What follows belongs to an exercise in optimizing a design on an open flow for small area and a short achievable clock period; a production flow would make more cautious choices.
In this exercise RTL edits were held to simulation tests only and were not proved equivalent to the original.
No driver is modelled on the clock port, so clock power and skew are understated where the tree is cut down; a real chip needs a root buffer or a tree.

v51:
Design int8_mac_tree, start of the top module:
module int8_mac_tree (
    input clk,  
    input reset,  
    input signed [7:0] in0,
    input signed [7:0] in1,
    input signed [7:0] in2,
    input signed [7:0] in3,
    input signed [7:0] in4,
    input signed [7:0] in5,
    input signed [7:0] in6,
    input signed [7:0] in7,
    input signed [7:0] in8,
    input signed [7:0] in9,
    input signed [7:0] in10,
    input signed [7:0] in11,
    input signed [7:0] in12,
    input signed [7:0] in13,
    input signed [7:0] in14,
    input signed [7:0] in15,
    output signed [31:0] out,
    output reg signed [15:0] prod0, prod1, prod2, prod3, prod4, prod5, prod6, prod7,
    output signed [17:0] sum_level2_0, sum_level2_1
);
    wire signed [15:0] p0, p1, p2, p3, p4, p5, p6, p7;
    multiplier_8bit mul0 (.A(in0),  .B(in1),  .P(p0));
    multiplier_8bit mul1 (.A(in2),  .B(in3),  .P(p1));
    multiplier_8bit mul2 (.A(in4),  .B(in5),  .P(p2));
    multiplier_8bit mul3 (.A(in6),  .B(in7),  .P(p3));
  ...
clock: 12.0 ns
lec_check: 0
cap_margin: 20
core_margin: 2
core_utilization: 72
slew_margin: 20
synth_hierarchical: 1
synth_minimum_keep_size: 0
standard.sh (not shown) runs the stock make flow with config.mk's settings and CLKGATE_MAP_FILE= SYNTH_SCRIPT=/design/flow/synth_recipe.tcl, a recipe that flattens the netlist after the stock synthesis.
==> flow/flow/run.sh <==
#!/bin/bash
# Standard layout with three changes:
# - the port buffers are made from a plain buffer cell instead of the delay
#   buffer buffer_ports picks on its own;
# - timing repair aims at a setup slack of 6.2 ns;
# - after CTS, flow/mycts.tcl rebuilds the clock tree with two levels of
#   clkbuf_16 (the clock port drives four of them), see that file.
set -euo pipefail
export BUFFER_PORTS_ARGS="-buffer_cell sky130_fd_sc_hd__buf_1"
export POST_CTS_TCL="$PWD/flow/mycts.tcl"
bash standard.sh SETUP_SLACK_MARGIN=6.2 finish > standard.log 2>&1
==> flow/flow/mycts.tcl <==
# Replace the clock tree that CTS built with a two-level tree: the clock port
# drives four clkbuf_16 buffers directly, each of them drives the leaf clkbuf_16
# buffers of its group, and each leaf buffer feeds the flip-flops of one cluster.
# Runs as the POST CTS step hook, inside ORFS cts.tcl.
# ORFS sources this file inside a procedure; run it at global level.
uplevel #0 {
set nleaf 8
if { [info exists ::env(MYCTS_LEAVES)] } { set nleaf $::env(MYCTS_LEAVES) }
set block [ord::get_db_block]
set db [ord::get_db]
set clknet [[$block findBTerm clk] getNet]
puts "mycts: clock port net [$clknet getName] with [llength [$clknet getITerms]] loads"
set bufmaster [$db findMaster sky130_fd_sc_hd__clkbuf_16]

# Walk the clock tree from the port: buffers to remove and the sinks they feed.
set sinks {}
set oldbufs {}
set oldnets {}
proc walk { net } {
  global sinks oldbufs oldnets
  foreach it [$net getITerms] {
    if { [$it isOutputSignal] } { continue }
    set inst [$it getInst]
    set m [[$inst getMaster] getName]
    if { [string match "sky130_fd_sc_hd__clkbuf_*" $m] || [string match "sky130_fd_sc_hd__buf_*" $m] } {
      lappend oldbufs $inst
      foreach ot [$inst getITerms] {
        if { [$ot isOutputSignal] && [$ot getNet] != "NULL" } {
          lappend oldnets [$ot getNet]
          walk [$ot getNet]
        }
      }
    } else {
      lappend sinks $it
    }
  }
}
walk $clknet
puts "mycts: [llength $oldbufs] clock buffers, [llength $sinks] sinks"
# Loads that drive nothing are CTS's dummy loads: removed with the tree.
set ffs {}
set dummies {}
foreach it $sinks {
  set inst [$it getInst]
  set m [[$inst getMaster] getName]
  if { [string match "sky130_fd_sc_hd__df*" $m] } {
    lappend ffs $it
    continue
  }
  foreach ot [$inst getITerms] {
    if { [$ot isOutputSignal] && [$ot getNet] != "NULL" } { error "mycts: unexpected clock sink $m" }
  }
  lappend dummies $inst
}
puts "mycts: [llength $ffs] flip-flops, [llength $dummies] dummy loads"
set sinks $ffs

# Sink locations (centre of the flip-flop).
set pts {}
foreach it $sinks {
  set bb [[$it getInst] getBBox]
  lappend pts [list [expr {([$bb xMin] + [$bb xMax]) / 2.0}] [expr {([$bb yMin] + [$bb yMax]) / 2.0}]]
}
proc kmeans { pts nk } {
  set n [llength $pts]
  set cx 0; set cy 0
  foreach p $pts { set cx [expr {$cx + [lindex $p 0]}]; set cy [expr {$cy + [lindex $p 1]}] }
  set cx [expr {$cx / $n}]; set cy [expr {$cy / $n}]
  set cent {}
  for {set k 0} {$k < $nk} {incr k} {
    set a [expr {2 * 3.14159265 * ($k + 0.5) / $nk}]
    lappend cent [list [expr {$cx + 30000 * cos($a)}] [expr {$cy + 30000 * sin($a)}]]
  }
  for {set iter 0} {$iter < 50} {incr iter} {
    set asg {}
    foreach p $pts {
      set best 0; set bd 1e30
      for {set k 0} {$k < $nk} {incr k} {
        set c [lindex $cent $k]
        set d [expr {abs([lindex $p 0] - [lindex $c 0]) + abs([lindex $p 1] - [lindex $c 1])}]
        if { $d < $bd } { set bd $d; set best $k }
      }
      lappend asg $best
    }
    set newc {}
    for {set k 0} {$k < $nk} {incr k} {
      set sx 0; set sy 0; set cnt 0
      foreach p $pts a $asg {
        if { $a == $k } { set sx [expr {$sx + [lindex $p 0]}]; set sy [expr {$sy + [lindex $p 1]}]; incr cnt }
      }
      if { $cnt > 0 } { lappend newc [list [expr {$sx / $cnt}] [expr {$sy / $cnt}]] } else { lappend newc [lindex $cent $k] }
    }
    set cent $newc
  }
  return [list $cent $asg]
}
lassign [kmeans $pts $nleaf] cent asg
set ntop 4
lassign [kmeans $cent $ntop] tcent tasg

# Remove the old tree.
foreach it $sinks { $it disconnect }
foreach inst $dummies { odb::dbInst_destroy $inst }
foreach inst $oldbufs { odb::dbInst_destroy $inst }
foreach net $oldnets { odb::dbNet_destroy $net }

# Build the new one: the port drives the top buffers, each top buffer drives
# the leaf buffers of its group, each leaf buffer drives its flip-flops.
proc mkbuf { name c innet } {
  global block bufmaster
  set inst [odb::dbInst_create $block $bufmaster $name]
  set net [odb::dbNet_create $block "net_$name"]
  $net setSigType CLOCK
  $inst setLocation [expr {int([lindex $c 0])}] [expr {int([lindex $c 1])}]
  $inst setPlacementStatus PLACED
  [$inst findITerm A] connect $innet
  [$inst findITerm X] connect $net
  return $net
}
set topnets {}
for {set t 0} {$t < $ntop} {incr t} {
  lappend topnets [mkbuf "clktop_$t" [lindex $tcent $t] $clknet]
}
for {set k 0} {$k < $nleaf} {incr k} {
  set net [mkbuf "clkleaf_$k" [lindex $cent $k] [lindex $topnets [lindex $tasg $k]]]
  set cnt 0
  foreach it $sinks a $asg {
    if { $a == $k } { $it connect $net; incr cnt }
  }
  puts "mycts: leaf $k (top [lindex $tasg $k]) drives $cnt sinks"
}
detailed_placement
estimate_parasitics -placement

# Timing repair with the new tree, as cts.tcl does after CTS.
repair_timing_helper
detailed_placement
check_placement -verbose

}
v51: flow completed, timing, DRC and antenna clean
The following lists how v22 was set up differently from v51:
--- a/flow/flow/run.sh
+++ b/flow/flow/run.sh
@@ -5 +5 @@
-# - timing repair aims at a setup slack of 6.2 ns;
+# - timing repair aims at a setup slack of 6.0 ns;
@@ -11 +11 @@
-bash standard.sh SETUP_SLACK_MARGIN=6.2 finish > standard.log 2>&1
+bash standard.sh SETUP_SLACK_MARGIN=6.0 finish > standard.log 2>&1
--- a/flow/flow/mycts.tcl
+++ b/flow/flow/mycts.tcl
@@ -5,2 +4,0 @@
-# ORFS sources this file inside a procedure; run it at global level.
-uplevel #0 {
@@ -139,2 +136,0 @@
-
-}
==> comparison <==
v22 never completed; the flow aborted with a tool error in 4_1_cts. Final weighted congestion of routability-driven global placement ended up 4.8% higher on v22 than on v51. Proportion of register bits with asynchronous set or reset after synthesis came out exactly the same in v22 and v51. Diff v51..v22 | synthesized-area fraction occupied by ao, oa, aoi and oai cells | unchanged. Status: synthesized cell count parity (v22, v51). Between v22 and v51, the difference in cell total after placement is negligible. Comparing v22 and v51, the lower half-perimeter wire length of the detailed placement result was measured on v51. Re synthesized-area fraction occupied by xor and xnor cells: no difference whatsoever between v22 and v51. Re effective utilization at floorplan: no difference whatsoever between v51 and v22. On instance area after placement, v51 tracks v22 almost exactly. Compared with v51, v22 shows a pre-CTS worst setup slack that is 0.079 ns higher.
The following lists how v48 was set up differently from v22:
--- a/flow/flow/run.sh
+++ b/flow/flow/run.sh
@@ -5 +5 @@
-# - timing repair aims at a setup slack of 6.0 ns;
+# - timing repair aims at a setup slack of 6.2 ns;
@@ -11 +11 @@
-bash standard.sh SETUP_SLACK_MARGIN=6.0 finish > standard.log 2>&1
+bash standard.sh SETUP_SLACK_MARGIN=6.2 finish > standard.log 2>&1
--- a/flow/flow/mycts.tcl
+++ b/flow/flow/mycts.tcl
@@ -3,0 +4,3 @@
+# The clusters come from k-means on the flip-flop locations, then a capacitated
+# reassignment so that every leaf drives about the same number of flip-flops
+# (and every top buffer the same number of leaves), which keeps the skew small.
@@ -4,0 +8,2 @@
+# ORFS sources this file inside a procedure; run it at global level.
+uplevel #0 {
@@ -92,0 +98,31 @@
+  # Balance: capacitated greedy assignment by distance, then new centres.
+  set cap [expr {int(ceil(double($n) / $nk))}]
+  for {set iter 0} {$iter < 10} {incr iter} {
+    set pairs {}
+    set i 0
+    foreach p $pts {
+      for {set k 0} {$k < $nk} {incr k} {
+        set c [lindex $cent $k]
+        lappend pairs [list [expr {abs([lindex $p 0] - [lindex $c 0]) + abs([lindex $p 1] - [lindex $c 1])}] $i $k]
+      }
+      incr i
+    }
+    set pairs [lsort -real -index 0 $pairs]
+    set asg [lrepeat $n -1]
+    set cnt [lrepeat $nk 0]
+    foreach pr $pairs {
+      lassign $pr d i k
+      if { [lindex $asg $i] >= 0 || [lindex $cnt $k] >= $cap } { continue }
+      lset asg $i $k
+      lset cnt $k [expr {[lindex $cnt $k] + 1}]
+    }
+    set newc {}
+    for {set k 0} {$k < $nk} {incr k} {
+      set sx 0; set sy 0; set c 0
+      foreach p $pts a $asg {
+        if { $a == $k } { set sx [expr {$sx + [lindex $p 0]}]; set sy [expr {$sy + [lindex $p 1]}]; incr c }
+      }
+      if { $c > 0 } { lappend newc [list [expr {$sx / $c}] [expr {$sy / $c}]] } else { lappend newc [lindex $cent $k] }
+    }
+    set cent $newc
+  }
@@ -136,0 +173,2 @@
+
+}
- v48: flow completed, timing, DRC and antenna clean
- On standard cell area after detailed placement, v22 and v48 are basically level.
- Diff v22 -> v48: total half-perimeter wirelength after legalization and detailed placement fell by 300 um, portion of the post-synthesis area used by sequential elements has remained practically unchanged, synthesized cell count ~0 delta.
--- input diff v48..v56 ---
--- a/flow/flow/run.sh
+++ b/flow/flow/run.sh
@@ -5 +5 @@
-# - timing repair aims at a setup slack of 6.2 ns;
+# - timing repair aims at a setup slack of 6.0 ns;
@@ -11 +11 @@
-bash standard.sh SETUP_SLACK_MARGIN=6.2 finish > standard.log 2>&1
+bash standard.sh SETUP_SLACK_MARGIN=6.0 finish > standard.log 2>&1
--- a/flow/flow/mycts.tcl
+++ b/flow/flow/mycts.tcl
@@ -4,3 +3,0 @@
-# The clusters come from k-means on the flip-flop locations, then a capacitated
-# reassignment so that every leaf drives about the same number of flip-flops
-# (and every top buffer the same number of leaves), which keeps the skew small.
@@ -8,2 +4,0 @@
-# ORFS sources this file inside a procedure; run it at global level.
-uplevel #0 {
@@ -14,2 +9 @@
-set clknet [[$block findBTerm clk] getNet]
-puts "mycts: clock port net [$clknet getName] with [llength [$clknet getITerms]] loads"
+set clknet [$block findNet clk]
@@ -98,31 +91,0 @@
-  # Balance: capacitated greedy assignment by distance, then new centres.
-  set cap [expr {int(ceil(double($n) / $nk))}]
-  for {set iter 0} {$iter < 10} {incr iter} {
-    set pairs {}
-    set i 0
-    foreach p $pts {
-      for {set k 0} {$k < $nk} {incr k} {
-        set c [lindex $cent $k]
-        lappend pairs [list [expr {abs([lindex $p 0] - [lindex $c 0]) + abs([lindex $p 1] - [lindex $c 1])}] $i $k]
-      }
-      incr i
-    }
-    set pairs [lsort -real -index 0 $pairs]
-    set asg [lrepeat $n -1]
-    set cnt [lrepeat $nk 0]
-    foreach pr $pairs {
-      lassign $pr d i k
-      if { [lindex $asg $i] >= 0 || [lindex $cnt $k] >= $cap } { continue }
-      lset asg $i $k
-      lset cnt $k [expr {[lindex $cnt $k] + 1}]
-    }
-    set newc {}
-    for {set k 0} {$k < $nk} {incr k} {
-      set sx 0; set sy 0; set c 0
-      foreach p $pts a $asg {
-        if { $a == $k } { set sx [expr {$sx + [lindex $p 0]}]; set sy [expr {$sy + [lindex $p 1]}]; incr c }
-      }
-      if { $c > 0 } { lappend newc [list [expr {$sx / $c}] [expr {$sy / $c}]] } else { lappend newc [lindex $cent $k] }
-    }
-    set cent $newc
-  }
@@ -173,2 +135,0 @@
-
-}
==> comparison <==
Compared with v48, in v56 initial cell density of the core now sits at about the same level, number of synthesized register bits now sits at about the same level, worst-case setup slack after placement now sits higher.
Diff v48 -> v56: average cell area after synthesis did not really move, synthesized cell count stayed essentially flat, synthesized area did not really move.
In the metrics for v56 and v48, the one carrying the higher placed wire-length estimate after detailed placement is v56.
Comparing v56 with v48, the placed instance area came out essentially unchanged.
Between v56 and v48, the final weighted congestion of routability-driven global placement is lower for v48.
Diff v48..v56 | xor/xnor share of the synthesized area | unchanged
Stage in which a tool error killed v56: 4_1_cts.
Changes in v38 relative to v56:
--- a/flow/flow/mycts.tcl
+++ b/flow/flow/mycts.tcl
@@ -4,0 +5,2 @@
+# ORFS sources this file inside a procedure; run it at global level.
+uplevel #0 {
@@ -9 +11,2 @@
-set clknet [$block findNet clk]
+set clknet [[$block findBTerm clk] getNet]
+puts "mycts: clock port net [$clknet getName] with [llength [$clknet getITerms]] loads"
@@ -135,0 +139,2 @@
+
+}
==> run notes <==
v38: PASS, flow complete, no timing, DRC or antenna violations. The arithmetic-cell share of the synthesized area counting full adders, half adders and majority gates of v56 and that of v38 are within noise of each other. v38 against v56: number of cells after detailed placement saw little to no change; number of port buffers was more or less identical; share of the synthesized netlist area taken by xor and xnor gates ~0 delta.
diff inputs: v38 => v25
--- a/flow/flow/run.sh
+++ b/flow/flow/run.sh
@@ -5 +5 @@
-# - timing repair aims at a setup slack of 6.0 ns;
+# - timing repair aims at a setup slack of 6.1 ns;
@@ -7 +7,2 @@
-#   clkbuf_16 (the clock port drives four of them), see that file.
+#   clkbuf_16 (the clock port drives four of them), see that file;
+# - the input port buffers are made buf_2 before repair_design (flow/inbuf.tcl).
@@ -11 +12,2 @@
-bash standard.sh SETUP_SLACK_MARGIN=6.0 finish > standard.log 2>&1
+export PRE_RESIZE_TCL="$PWD/flow/inbuf.tcl"
+bash standard.sh SETUP_SLACK_MARGIN=6.1 finish > standard.log 2>&1
==> flow/flow/inbuf.tcl (new file) <==
uplevel #0 {
  set n 0
  foreach inst [get_cells input*] {
    replace_cell $inst sky130_fd_sc_hd__buf_2
    incr n
  }
  puts "inbuf: $n input buffers made buf_2"
}
--- a/flow/flow/mycts.tcl
+++ b/flow/flow/mycts.tcl
@@ -3,0 +4,3 @@
+# The clusters come from k-means on the flip-flop locations, then a capacitated
+# reassignment so that every leaf drives about the same number of flip-flops
+# (and every top buffer the same number of leaves), which keeps the skew small.
@@ -94,0 +98,31 @@
+  # Balance: capacitated greedy assignment by distance, then new centres.
+  set cap [expr {int(ceil(double($n) / $nk))}]
+  for {set iter 0} {$iter < 10} {incr iter} {
+    set pairs {}
+    set i 0
+    foreach p $pts {
+      for {set k 0} {$k < $nk} {incr k} {
+        set c [lindex $cent $k]
+        lappend pairs [list [expr {abs([lindex $p 0] - [lindex $c 0]) + abs([lindex $p 1] - [lindex $c 1])}] $i $k]
+      }
+      incr i
+    }
+    set pairs [lsort -real -index 0 $pairs]
+    set asg [lrepeat $n -1]
+    set cnt [lrepeat $nk 0]
+    foreach pr $pairs {
+      lassign $pr d i k
+      if { [lindex $asg $i] >= 0 || [lindex $cnt $k] >= $cap } { continue }
+      lset asg $i $k
+      lset cnt $k [expr {[lindex $cnt $k] + 1}]
+    }
+    set newc {}
+    for {set k 0} {$k < $nk} {incr k} {
+      set sx 0; set sy 0; set c 0
+      foreach p $pts a $asg {
+        if { $a == $k } { set sx [expr {$sx + [lindex $p 0]}]; set sy [expr {$sy + [lindex $p 1]}]; incr c }
+      }
+      if { $c > 0 } { lappend newc [list [expr {$sx / $c}] [expr {$sy / $c}]] } else { lappend newc [lindex $cent $k] }
+    }
+    set cent $newc
+  }
Notes after the runs:
- v25: count of cells along the worst register-to-register path 1 above v38
- The post-layout instance count excluding filler cells number comes out higher for v25 vs v38.
- For worst hold slack, v38 and v25 come out practically identical.
- Summary — total wire length, v25 relative to v38: higher, by about 0.9%.
- Per the comparison of v25 with v38, reported max-cap violation count did not really move, worst setup slack now sits higher.
- v38 → v25: clock period minus final worst setup slack lost 0.15 ns, detailed placer's ending HPWL neither gained nor lost much, maximum clock frequency picked up an extra 0.0042 GHz.
The clock cells of v51, v48, v38 and v25 come from the design's own scripts or RTL, not from TritonCTS.

-- re-timing with driven ports --
No port has a modelled driver above. Below, the same layouts with a new extraction and two added sets of constraints.
Step 1: set_driving_cell puts a clkbuf_16 on clk and a buf_2 on each other input, an assumption about the parent block.
Step 2 moves the port delays by t, midway between the first and last clock arrival at a register: inputs arrive t later, outputs are due t later. That takes back most of the time a late clock gives input paths.
Three values: no drivers, after step 1, after step 2; two values: the first two.
run	shift t [ns]	setup slack, ns	clock arrival spread, ns	worst register clock-pin slew, ns
v51	0.376	6.229 / 6.133 / 5.967	0.036 / 0.037	0.10 / 0.10
v48	0.374	6.242 / 6.147 / 5.963	0.025 / 0.025	0.10 / 0.10
v38	0.374	6.069 / 6.016 / 5.768	0.033 / 0.033	0.09 / 0.09
v25	0.383	6.214 / 6.138 / 5.893	0.018 / 0.018	0.10 / 0.10
After both steps setup and hold are still met in every run listed. The setup slack of v25, which loses most, moves by -0.076 ns with the drivers and by -0.321 ns with both steps.
